This is an optimization exercise on Yosys and OpenROAD, whose aim is small area and a short achievable clock period, not a production implementation.
Function was checked by simulation only, so behaviour that the tests miss may differ from the original.
Power is estimated from default activity; no workload was simulated.

==> design/flow/design.v <==
module ALU (
	input logic[31:0] SrcA, 
	input logic [31:0] SrcB, 
	input logic [2:0] ALUControl, 
	output logic[31:0] ALUResult
); 
always_comb begin
	ALUResult = 32'b0; 
	if (ALUControl == 3'b010) begin 
		ALUResult = SrcA + SrcB; 
	end
	else if (ALUControl == 3'b110) begin 
		ALUResult = SrcA - SrcB;
	end
end
endmodule
module MUX_ALUSrc(
input logic ALUSrc, 
input logic [31:0] RegB, 
input logic [31:0] Imm,
output logic [31:0] ALUSrc_out
); 
assign ALUSrc_out = ALUSrc ? Imm : RegB; 
endmodule
module MUX_MemtoReg(
input logic MemtoReg, 
input logic [31:0] ALUResult,
input logic [31:0] RD, 
output logic [31:0] MemtoReg_out
); 
assign MemtoReg_out = MemtoReg ? RD : ALUResult; 
endmodule
module MUX_RegDst(
	input logic RegDst,
	input logic [4:0] rt, 
	input logic [4:0] rd,
	output logic [4:0] RegDst_out
); 
	assign RegDst_out = RegDst ? rd : rt; 
endmodule
module data_memory(
input logic clk, rst, 
input logic [31:0] A,  
input logic [31:0] WD,  
input logic WE,  
output logic [31:0] RD, 
output logic [31:0] prode  
); 
logic [31:0] mem [63:0];
assign RD = mem[A[5:0]];
assign prode = mem[A[5:0]]; 
always_ff @(posedge clk or negedge rst)
begin 
	if (!rst) begin 
		for (int i = 0; i < 64; i++) begin 
			mem[i] <= i; 
		end
	end
	else if (WE) begin
		mem[A[5:0]] <= WD; 
	end
end
endmodule
module display(
	input logic [3:0] data_in, 
	output logic [6:0] segments
); 
always_comb
begin 
	case(data_in)
		4'h0: segments = 7'b1000000;  
      4'h1: segments = 7'b1111001;  
      4'h2: segments = 7'b0100100;  
      4'h3: segments = 7'b0110000;  
      4'h4: segments = 7'b0011001;  
      4'h5: segments = 7'b0010010;  
      4'h6: segments = 7'b0000010;  
      4'h7: segments = 7'b1111000;  
      4'h8: segments = 7'b0000000;  
      4'h9: segments = 7'b0010000;  
      default: segments = 7'b1111111; 
    endcase
end
endmodule
module register_file(input logic clk, rst, 
		input logic[4:0] A1, A2, A3,  
		input logic[31:0] WD3,  
		input logic WE3,  
		output logic[31:0] RD1,  
		output logic[31:0] RD2,  
		output logic[31:0] prode  
); 
logic[31:0] rf_regs[31:0];
assign prode = rf_regs[A3];
assign RD1 = rf_regs[A1]; 
assign RD2 = rf_regs[A2];
always_ff @ (posedge clk or negedge rst)
begin 
	if (!rst) begin 
		for (int i = 0; i < 32; i++) begin 
			rf_regs[i] <= i;
		end 
	end
	else begin 
		if (WE3) begin 
			rf_regs[A3] <= WD3;  
		end
	end
end
endmodule
module sign_extend(
input logic [15:0] Imm,
output logic [31:0] SignImm
); 
assign SignImm = {{16{Imm[15]}}, Imm};
endmodule
module top(
    input logic clk, rst,
    input logic[31:0] inst,  
    output logic[31:0] ALUResult,
    output logic[31:0] RD1, RD2,
    output logic[31:0] prode_register_file,
    output logic[31:0] prode_data_memory,
    output logic[6:0] display_led
);
logic[31:0] inst_ex;
assign inst_ex = inst;
logic [31:0] SignImm, ALUSrc_out, MemtoReg_out, MemData;
logic [4:0] WriteReg;
logic MemtoReg, ALUSrc, RegDst, WE, WE3, RType;
logic [2:0] ALUControl;
assign RType = inst_ex[31];
assign MemtoReg = (inst_ex[31:26] == 6'b010101);  
assign WE = (inst_ex[31:26] == 6'b010100);  
assign RegDst = RType;
assign ALUSrc = !RType;
assign WE3 = (inst_ex[31:26] == 6'b010101) || RType;  
assign ALUControl = RType ? inst_ex[29:27] : 3'b010;
register_file r_f(
    .clk(clk),
    .rst(rst),
    .A1(inst_ex[25:21]),  
    .A2(inst_ex[20:16]),  
    .A3(WriteReg),  
    .WD3(MemtoReg_out),
    .WE3(WE3),
    .RD1(RD1),
    .RD2(RD2),
    .prode(prode_register_file)
);
ALU alu_inst(
    .SrcA(RD1),
    .SrcB(ALUSrc_out),
    .ALUControl(ALUControl),
    .ALUResult(ALUResult)
);
data_memory d_mem(
    .clk(clk),
    .rst(rst),
    .A(ALUResult),
    .WD(RD2),
    .WE(WE),
    .RD(MemData),
    .prode(prode_data_memory)
);
MUX_MemtoReg mux_memtoreg(
    .MemtoReg(MemtoReg),
    .ALUResult(ALUResult),
    .RD(MemData),
    .MemtoReg_out(MemtoReg_out)
);
MUX_RegDst mux_regdst(
    .RegDst(RegDst),
    .rt(inst_ex[20:16]),
    .rd(inst_ex[15:11]),
    .RegDst_out(WriteReg)
);
MUX_ALUSrc mux_alusrc(
    .ALUSrc(ALUSrc),
    .RegB(RD2),
    .Imm(SignImm),
    .ALUSrc_out(ALUSrc_out)
);
sign_extend sign_ext(
    .Imm(inst_ex[15:0]),
    .SignImm(SignImm)
);
display t2(
	.data_in(prode_register_file[3:0]),
	.segments(display_led)
);
endmodule
==> design/flow/run.sh <==
#!/bin/bash
# synth_recipe.tcl (not shown) runs the flow's synth.tcl, then flattens the netlist and writes it again
# the make line also repeats each setting of config.mk as NAME=value (left out here)
make -C /OpenROAD-flow-scripts/flow DESIGN_CONFIG=/design/flow/config.mk WORK_HOME=/design/flow/orfs CLKGATE_MAP_FILE= SYNTH_SCRIPT=/design/flow/synth_recipe.tcl finish
==> design/flow/config.mk <==
export PLATFORM = sky130hd
export DESIGN_NAME = top
export DESIGN_NICKNAME = top
export VERILOG_FILES = /design/flow/design.v
export SDC_FILE = /design/flow/constraint.sdc
export NUM_CORES = 8
export LEC_CHECK = 0
export CAP_MARGIN = 40
export CORE_MARGIN = 2
export CORE_UTILIZATION = 30
export SLEW_MARGIN = 40
==> design/flow/constraint.sdc <==
create_clock -name core_clock -period 24.0 [get_ports {clk}]
set_input_delay 4.8000 -clock core_clock [delete_from_list [all_inputs] [get_ports {clk}]]
set_output_delay 4.8000 -clock core_clock [all_outputs]
set_load 0.01 [all_outputs]
==> summary.md, run 1 <==
| Metric | Value |
|---|---|
| FFs w/ async S/R, synth | 1.00 |
| Vias/cell | 6.69 |
| FF-to-FF setup slack | 14.13 ns |
| Max FO, Critical Path | 66 |
| Synth Warn # | 6 |
| TritonCTS clock tree | built |
| Avg Synthesized Cell Area | 9.40 sq um |
| Leading cell type in the layout, fill and taps excluded | nand2_1 |
| WS Path Type | in2out |
| Pin slew with the least headroom to its limit | 1.11 ns |
| Met2 Usage GRT | 0.461 |
| Drt initial violations | 28.4k |
| Endpoints failing hold | 0 |
| Initial antenna violation count | 85 |
| Global placer's final weighted congestion | 1.06 |
| Vias in the first global route | 133k |
| Fin crit share | 0.872 |
| Worst Path Required | 19.20 ns |
| Crit. End Element | output port |
| Post-DP HPWL | 535 mm |
| Max-Cap Viols | 0 |
| GR Overflow Total | 0 |
| Num rows | 254 |
| Most used DFF post-synth | dfrtp_1 |
| Final number of setup-violating endpoints | 0 |
| Share of cells above drive strength 1 | 0.124 |
| Met1 usage | 0.408 |
| Outcome | timing/DRC/antenna clean |
| Hold Crit Class | reg2reg |
| Layout Area Growth over Synthesis | 16.5% |
| Fmax | 47.8 MHz |
| Yosys cell types | 108 |
| Post-DRT Antenna Nets | 0 |
| Layout Cells excl Fill | 21.7k |
| Commonest non-fill, non-tap cells in the layout | 3170 x nand2_1, 2892 x o21ai_0, 2800 x dfrtp_1 |
| Register area share after synthesis | 0.535 |
| Die Wd | 698 microns |
| I/O pin total | 201 |
| Slack of the critical path | 3.06 ns |
| Detailed Route WL | 868 mm |
| Clock Path Buffers | 4 |
| Power density cells | 97.8 nW/um^2 |
| Initial core utilization | 0.301 |
| RSZ-0062 raised after global routing | no |
| Post-CTS setup buffers | 0 |
| Global routing's busiest layer | met2 |
| Mapped cell area | 144000 sq um |
| Post-Syn Instances | 15.3k |
| Lkg Pwr | 70.7 nW |
| Clock Latency Late Sink | 1.05 ns |
| FF+latch count, synth | 3072 |
| Global Route Usage Sum | 0.344 |
| Placeable Area | 479000 sq um |
| Die height | 698 microns |
| Crit start category | input pin |
| IO buf count | 200 |
| Die ar. | 487000 sq um |
| Setup TNS | 0 ns |
| Routed WL per cell | 40.0 microns |
| Dpl cells | 21.0k |
| # resized after CTS | 0 |
| Post-synth EDFFs | 0 |
| Rel. slew slack | 0.261 |
| Worst Skew | 0.105 ns |
| Met3 Use GR | 0.176 |
| CTS buffer count | 322 |
| Net Count, Synth | 15.5k |
| Global-route wire length before repair | 1170 mm |
| Post-route DRC | 0 |
| CTS root buffer | clkbuf_16 |
| Hold_ws | 0.475 ns |
| First-pass iteration count of the detailed router | 15 |
| Final slew viol count | 0 |
| Pin count of the biggest net entering global routing | 154 |
| H-tree levels | 5 |
| Num Clock Sinks | 3072 |
| Dpl ws | 3.79 ns |
| Via Count | 145k |
| Clock transition at the registers of the reported paths | 0.05 ns |
| VDD IR max | 0.0000806 V |
| Final nets | 15.1k |
| Fin crit period | 20.94 ns |
| Critical Path AT | 16.14 ns |
| Post-cts hold buffer count | 0 |
## state kept, by name, indices dropped and copies added, names as in the netlist
name and flops:
r_f.rf_regs 1024, d_mem.mem 2048
## metrics by stage
stage,cell area (sq um),power [mW],util
after floorplan,144000,8.05,-
after global placement,155000,10.6,0.324
after detailed placement,156000,10.7,0.326
after CTS,167000,16.0,0.349
after global routing,168000,16.6,0.351
final,168000,16.4,0.351
## layer usage
layer  share of wire  routed length, microns
met3            0.16                  138000
met5          0.0021                    1820
met4            0.10                   90300
met2            0.38                  334000
met1            0.35                  304000
## power breakdown
| part | switching [mW] | internal, mW |
|---|---|---|
| clock | 2.33 | 3.06 |
| combinational | 3.22 | 1.07 |
| sequential | 1.01 | 5.74 |
## critical path: stages
cell and delay (ns):
clkdlybuf4s50_1 0.77, or3b_2 0.62, nor2_4 0.51, buf_4 0.83, a22oi_1 0.14, nand4_1 0.16
nand4b_1 0.19, o22ai_4 0.12, buf_4 0.31, o21a_1 0.33, fa_1 0.44, nor3b_2 0.20
nor3_2 0.43, o221ai_4 0.23, nand2_4 0.48, buf_4 0.81, nor3_2 0.12, buf_4 0.31
buf_4 0.41, a32oi_1 0.36, nand4_1 0.28, nor4_1 0.94, nand4_1 0.42, nor4_1 0.71
nor2_2 0.38, clkdlybuf4s50_1 0.58
## cell usage after synthesis (all sizes together) (12+ instances only)
cell | instances | area share
nand4 | 315 | 0.014
mux2 | 56 | 0.0044
ha | 67 | 0.0058
clkbuf | 1270 | 0.033
nor2 | 259 | 0.0068
nor4 | 54 | 0.0026
o21ai | 3053 | 0.11
and4 | 17 | 0.0010
nor3 | 80 | 0.0029
a22oi | 802 | 0.042
inv | 139 | 0.0036
a2111oi | 30 | 0.0022
o22ai | 48 | 0.0021
a222oi | 102 | 0.0071
o21a | 16 | 0.00083
buf | 247 | 0.0087
o32a | 33 | 0.0023
nand3 | 184 | 0.0064
nand2 | 3273 | 0.085
a21oi | 281 | 0.0099
o211ai | 15 | 0.00088
dfstp | 272 | 0.050
nand2b | 19 | 0.00088
mux2i | 153 | 0.011
a22o | 624 | 0.038
a31oi | 17 | 0.00074
and3 | 39 | 0.0017
a221oi | 622 | 0.038
a221o | 54 | 0.0038
a211oi | 38 | 0.0022
or3 | 12 | 0.00052
nand3b | 19 | 0.00099
a32o | 29 | 0.0020
a21o | 20 | 0.0010
a32oi | 85 | 0.0052
nand4b | 19 | 0.0012
or4 | 23 | 0.0012
dfrtp | 2800 | 0.49
## layout make-up
class | instances | area, sq um
clock inverter | 116 | 1550
timing repair buffer | 793 | 7410
multi-input combinational | 10600 | 63700
inverter | 139 | 524
tap | 6400 | 8010
fill | 48500 | 311000
antenna | 95 | 238
clock buffer | 466 | 9510
sequential | 3072 | 77200
## path summary, 6_finish.rpt
check | end | cells past startpoint | from
worst max-delay path | prode_data_memory[23] | 26 | inst[20]
worst min-delay path | d_mem.mem[40][18] | 2 | d_mem.mem[40][18]
worst max register to register | r_f.rf_regs[2][23] | 24 | r_f.rf_regs[30][0]
worst min register to register | d_mem.mem[40][18] | 2 | d_mem.mem[40][18]
max in group asynchronous | r_f.rf_regs[28][18] | 7 | rst
min in group asynchronous | d_mem.mem[23][10] | 1 | rst
## kinds of logic after synthesis
| logic type | synth area share |
|---|---|
| buffers and inverters | 0.0454 |
| xor gates and xnor gates | 0.000607 |
| muxes | 0.0151 |
| AOI/OAI and AO/OA | 0.271 |
| and+or+nand+nor | 0.127 |
| adders and majority gates | 0.00609 |
| DFF | 0.535 |
==> run 2, diff against run 1 <==
--- a/design/flow/design.v
+++ b/design/flow/design.v
@@ -5,13 +5,10 @@
 	output logic[31:0] ALUResult
 ); 
-always_comb begin
-	ALUResult = 32'b0; 
-	if (ALUControl == 3'b010) begin 
-		ALUResult = SrcA + SrcB; 
-	end
-	else if (ALUControl == 3'b110) begin 
-		ALUResult = SrcA - SrcB;
-	end
-end
+logic sub, valid;
+logic [31:0] sum;
+assign sub = (ALUControl == 3'b110);
+assign valid = (ALUControl == 3'b010) | sub;
+assign sum = SrcA + (SrcB ^ {32{sub}}) + {31'b0, sub};
+assign ALUResult = sum & {32{valid}};
 endmodule
 module MUX_ALUSrc(
@@ -40,24 +37,37 @@
 endmodule
 module data_memory(
-input logic clk, rst, 
-input logic [31:0] A,  
+input logic clk, rst,
+input logic [5:0] A,  
 input logic [31:0] WD,  
 input logic WE,  
-output logic [31:0] RD, 
-output logic [31:0] prode  
-); 
-logic [31:0] mem [63:0];
-assign RD = mem[A[5:0]];
-assign prode = mem[A[5:0]]; 
-always_ff @(posedge clk or negedge rst)
-begin 
-	if (!rst) begin 
-		for (int i = 0; i < 64; i++) begin 
-			mem[i] <= i; 
-		end
-	end
-	else if (WE) begin
-		mem[A[5:0]] <= WD; 
-	end
+output logic [31:0] RD
+);
+logic [2047:0] q;    
+logic [63:0] v;      
+logic [63:0] dec;
+always_comb begin
+	for (int i = 0; i < 64; i++) dec[i] = (A == i);
+end
+genvar g;
+generate
+	for (g = 0; g < 64; g++) begin : word
+		logic we;
+		assign we = WE & dec[g];
+		always_ff @(posedge clk) begin
+			q[32*g +: 32] <= (q[32*g +: 32] & ~{32{we}}) | (WD & {32{we}});
+		end
+		always_ff @(posedge clk or negedge rst) begin
+			if (!rst) v[g] <= 1'b0;
+			else      v[g] <= v[g] | we;
+		end
+	end
+endgenerate
+logic [63:0] s;
+logic n;
+assign s = dec & v;
+assign n = |(dec & ~v);
+always_comb begin
+	RD = {26'b0, A & {6{n}}};
+	for (int i = 0; i < 64; i++) RD = RD | (q[32*i +: 32] & {32{s[i]}});
 end
 endmodule
@@ -83,5 +93,5 @@
 end
 endmodule
-module register_file(input logic clk, rst, 
+module register_file(input logic clk, rst,
 		input logic[4:0] A1, A2, A3,  
 		input logic[31:0] WD3,  
@@ -90,20 +100,45 @@
 		output logic[31:0] RD2,  
 		output logic[31:0] prode  
-); 
-logic[31:0] rf_regs[31:0];
-assign prode = rf_regs[A3];
-assign RD1 = rf_regs[A1]; 
-assign RD2 = rf_regs[A2];
-always_ff @ (posedge clk or negedge rst)
-begin 
-	if (!rst) begin 
-		for (int i = 0; i < 32; i++) begin 
-			rf_regs[i] <= i;
-		end 
-	end
-	else begin 
-		if (WE3) begin 
-			rf_regs[A3] <= WD3;  
-		end
+);
+logic [1023:0] q;    
+logic [31:0] v;      
+logic [31:0] dec1, dec2, dec3;
+always_comb begin
+	for (int i = 0; i < 32; i++) begin
+		dec1[i] = (A1 == i);
+		dec2[i] = (A2 == i);
+		dec3[i] = (A3 == i);
+	end
+end
+genvar g;
+generate
+	for (g = 0; g < 32; g++) begin : word
+		logic we;
+		assign we = WE3 & dec3[g];
+		always_ff @(posedge clk) begin
+			q[32*g +: 32] <= (q[32*g +: 32] & ~{32{we}}) | (WD3 & {32{we}});
+		end
+		always_ff @(posedge clk or negedge rst) begin
+			if (!rst) v[g] <= 1'b0;
+			else      v[g] <= v[g] | we;
+		end
+	end
+endgenerate
+logic [31:0] s1, s2, s3;
+logic n1, n2, n3;
+assign s1 = dec1 & v;
+assign s2 = dec2 & v;
+assign s3 = dec3 & v;
+assign n1 = |(dec1 & ~v);
+assign n2 = |(dec2 & ~v);
+assign n3 = |(dec3 & ~v);
+always_comb begin
+	RD1 = {27'b0, A1 & {5{n1}}};
+	RD2 = {27'b0, A2 & {5{n2}}};
+	prode = {27'b0, A3 & {5{n3}}};
+	for (int i = 0; i < 32; i++) begin
+		RD1 = RD1 | (q[32*i +: 32] & {32{s1[i]}});
+		RD2 = RD2 | (q[32*i +: 32] & {32{s2[i]}});
+		prode = prode | (q[32*i +: 32] & {32{s3[i]}});
 	end
 end
@@ -158,10 +193,10 @@
     .clk(clk),
     .rst(rst),
-    .A(ALUResult),
+    .A(ALUResult[5:0]),
     .WD(RD2),
     .WE(WE),
-    .RD(MemData),
-    .prode(prode_data_memory)
-);
+    .RD(MemData)
+);
+assign prode_data_memory = MemData;
 MUX_MemtoReg mux_memtoreg(
     .MemtoReg(MemtoReg),
==> summary.md, run 2 <==
| Metric | Value |
|---|---|
| Final slew viol count | 0 |
| Post-Syn Instances | 8658 |
| IO buf count | 200 |
| Fin crit share | 0.858 |
| TritonCTS clock tree | built |
| Avg Synthesized Cell Area | 15.1 sq um |
| Vias in the first global route | 98.0k |
| Crit. End Element | output port |
| Pin count of the biggest net entering global routing | 67 |
| Clock transition at the registers of the reported paths | 0.07 ns |
| Power density cells | 96.6 nW/um^2 |
| Drt initial violations | 27.5k |
| Post-cts hold buffer count | 0 |
| Top post-synthesis cells by count | 3072 x edfxtp_1, 1381 x a22oi_1, 437 x clkbuf_1 |
| Worst Path Required | 19.20 ns |
| First-pass iteration count of the detailed router | 15 |
| Synth Warn # | 3 |
| Mapped cell area | 131000 sq um |
| Hold Crit Class | reg2reg |
| GR Overflow Total | 0 |
| Post-CTS setup buffers | 0 |
| Post-DP HPWL | 457 mm |
| Clock Latency Late Sink | 1.01 ns |
| Fill cells | 41.0k |
| Pin slew with the least headroom to its limit | 1.08 ns |
| Final nets | 9136 |
| Num Clock Sinks | 3168 |
| Lkg Pwr | 50.0 nW |
| Synth area leaders | edfxtp_1 70%, a22oi_1 7.9%, a22o_1 2.4% |
| H-tree levels | 5 |
| Worst path top cell family by delay | simple AND/OR/NAND/NOR gates |
| Register area share after synthesis | 0.722 |
| Detailed Route WL | 767 mm |
| WS Path Type | in2out |
| Fin crit period | 20.59 ns |
| Crit start category | input pin |
| VDD IR max | 0.0000605 V |
| WP buf/inv | 6 |
| I/O pin total | 201 |
| Area share of the largest cell type after synthesis | 0.704 |
| Die Wd | 665 microns |
| Global placer's final weighted congestion | 1.03 |
| Rel. slew slack | 0.277 |
| Die height | 665 microns |
| Worst Skew | 0.113 ns |
| Die ar. | 442000 sq um |
| Clock Path Buffers | 4 |
| Initial core utilization | 0.301 |
| Post-Route Utilization | 0.356 |
| Yosys cell types | 104 |
| Max FO, Critical Path | 28 |
| Via Count | 109k |
| Placeable Area | 435000 sq um |
| Setup TNS | 0 ns |
| Reg area | 94700 sq um |
| Global-route wire length before repair | 984 mm |
| Critical Path AT | 15.79 ns |
| Post-synth EDFFs | 3072 |
| Crit-path slowest cell | or4_2 |
| RSZ-0062 raised after global routing | no |
| Endpoints failing hold | 0 |
| # resized after CTS | 0 |
| Post-route DRC | 0 |
| Routed WL per cell | 50.7 microns |
| Global Route Usage Sum | 0.333 |
| Commonest non-fill, non-tap cells in the layout | 3072 x edfxtp_1, 1381 x a22oi_1, 445 x buf_4 |
| Layout Cells excl Fill | 15.1k |
| Design area | 155000 sq um |
| Layout Area Growth over Synthesis | 18.0% |
| Area of the multi-input gates | 35200 sq um |
| CTS buffer count | 328 |
| CTS root buffer | clkbuf_16 |
| FF+latch count, synth | 3168 |
| Share of cells above drive strength 1 | 0.160 |
| Net Count, Synth | 8728 |
| Outcome | timing/DRC/antenna clean |
| Placed Instance Area | 144000 sq um |
| Dpl cells | 14.5k |
| Vias/cell | 7.19 |
| Initial antenna violation count | 75 |
| Post-DRT Antenna Nets | 0 |
| Most frequent cell after synthesis | edfxtp_1 |
| Fmax | 48.6 MHz |
| Cell mode on critical path | buf_4 |
| Area leader, netlist | edfxtp_1 |
| Num rows | 242 |
| Most used DFF post-synth | edfxtp_1 |
| Final number of setup-violating endpoints | 0 |
| Leading cell type in the layout, fill and taps excluded | edfxtp_1 |
| Crit-path max cell delay | 1.01 ns |
| Max-Cap Viols | 0 |
| FFs w/ async S/R, synth | 0.0303 |
==> run 2: cell count changes in the layout (fill, tap and decap cells not counted), moves of 272 or more <==
cell and change:
edfxtp_1 +3072, a221oi_1 -324, o21ai_0 -2821, dfstp_2 -272, a22oi_1 +579, dfrtp_1 -2704
nand2_1 -2847
==> run 2: cell families after synthesis <==
kind of cell | share of synthesized area
AO/OA/AOI/OAI | 0.161
XOR/XNOR | 0.00367
adder cells (fa/ha/maj) | 0.00349
buffers and inverters | 0.0227
flip-flops | 0.722
multiplexers | 0.00573
AND/OR/NAND/NOR | 0.0818
==> run 2: area by class of cell <==
| class | count | area share |
|---|---|---|
| sequential | 3168 | 0.612 |
| antenna | 68 | 0.00110 |
| clock buffer | 386 | 0.0553 |
| inverter | 92 | 0.00223 |
| multi-input combinational | 4744 | 0.227 |
| clock inverter | 215 | 0.0135 |
| tap | 5734 | 0.0464 |
| timing repair buffer | 732 | 0.0426 |
==> run 2: metrics by stage <==
step	hold slack [ns]	total power, mW	worst slack, ns
floorplan	0.436	7.74	7.46
global placement	0.457	9.58	3.10
detailed placement	0.459	9.64	4.15
CTS	0.475	14.7	4.08
global route	0.518	15.1	3.64
finish	0.480	14.9	3.41
==> run 2: worst paths after layout <==
path                            startpoint                   end  slack (ns)  cells after the start
max in group asynchronous              rst           d_mem.v[29]       18.79                      2
min in group asynchronous              rst             r_f.v[19]        3.92                      1
worst max register to register   r_f.v[17]                  flop       13.37                     21
worst max-delay path              inst[16]  prode_data_memory[7]        3.41                     25
worst min-delay path             r_f.v[28]             r_f.v[28]        0.48                      1
worst min register to register   r_f.v[28]             r_f.v[28]        0.48                      1
==> run 2: worst register-to-register path, delay by kind of cell (launching register included) <==
| kind | cells | cell delay (ns) |
|---|---|---|
| adders and majority gates | 1 | 0.55 |
| AOI/OAI and AO/OA | 8 | 3.35 |
| DFF | 1 | 0.85 |
| buffers and inverters | 2 | 0.72 |
| muxes | 2 | 0.92 |
| and+or+nand+nor | 8 | 3.88 |
==> run 2: power by group <==
| part | internal, mW | total (mW) | switching [mW] |
|---|---|---|---|
| Combinational | 0.734 | 3.12 | 2.39 |
| Sequential | 6.50 | 6.61 | 0.110 |
| Clock | 2.92 | 5.22 | 2.30 |
| Total | 10.1 | 14.9 | 4.80 |
==> run 2: per-layer routing <==
metal | global-route usage | part of all wire
met5 | 0.00271 | 0.00057
met4 | 0.231 | 0.089
met3 | 0.159 | 0.18
met2 | 0.444 | 0.39
met1 | 0.420 | 0.34

static timing again, ports no longer ideal:
How much do the figures lean on ideal ports? The routed layouts below were timed once more, with nothing changed but the port constraints. Step 1: set_driving_cell puts a clkbuf_16 on clk and a buf_2 on each other input, an assumption about the parent block. Step 2 times the ports against the registers' clock, not the clock port: input delays grow and output delays shrink by t, the midpoint of the rising clock arrivals with the driver on. Slacks: ideal ports / drivers / drivers and shift; pairs: ideal ports / drivers.
run | t, ns | setup WS [ns] | worst setup path at the end | worst register clock-pin slew, ns | worst slew at a driven data input, ns
run 1 | 1.121 | 3.062 / 2.983 / 2.983 | input to output | 0.08 / 0.08 | 0.08
run 2 | 1.086 | 3.410 / 3.373 / 3.373 | input to output | 0.07 / 0.07 | 0.07
After both steps every run listed still meets setup and hold. For run 1, which loses most, drivers alone change the setup slack by -0.079 ns; drivers and shift together by -0.079 ns.
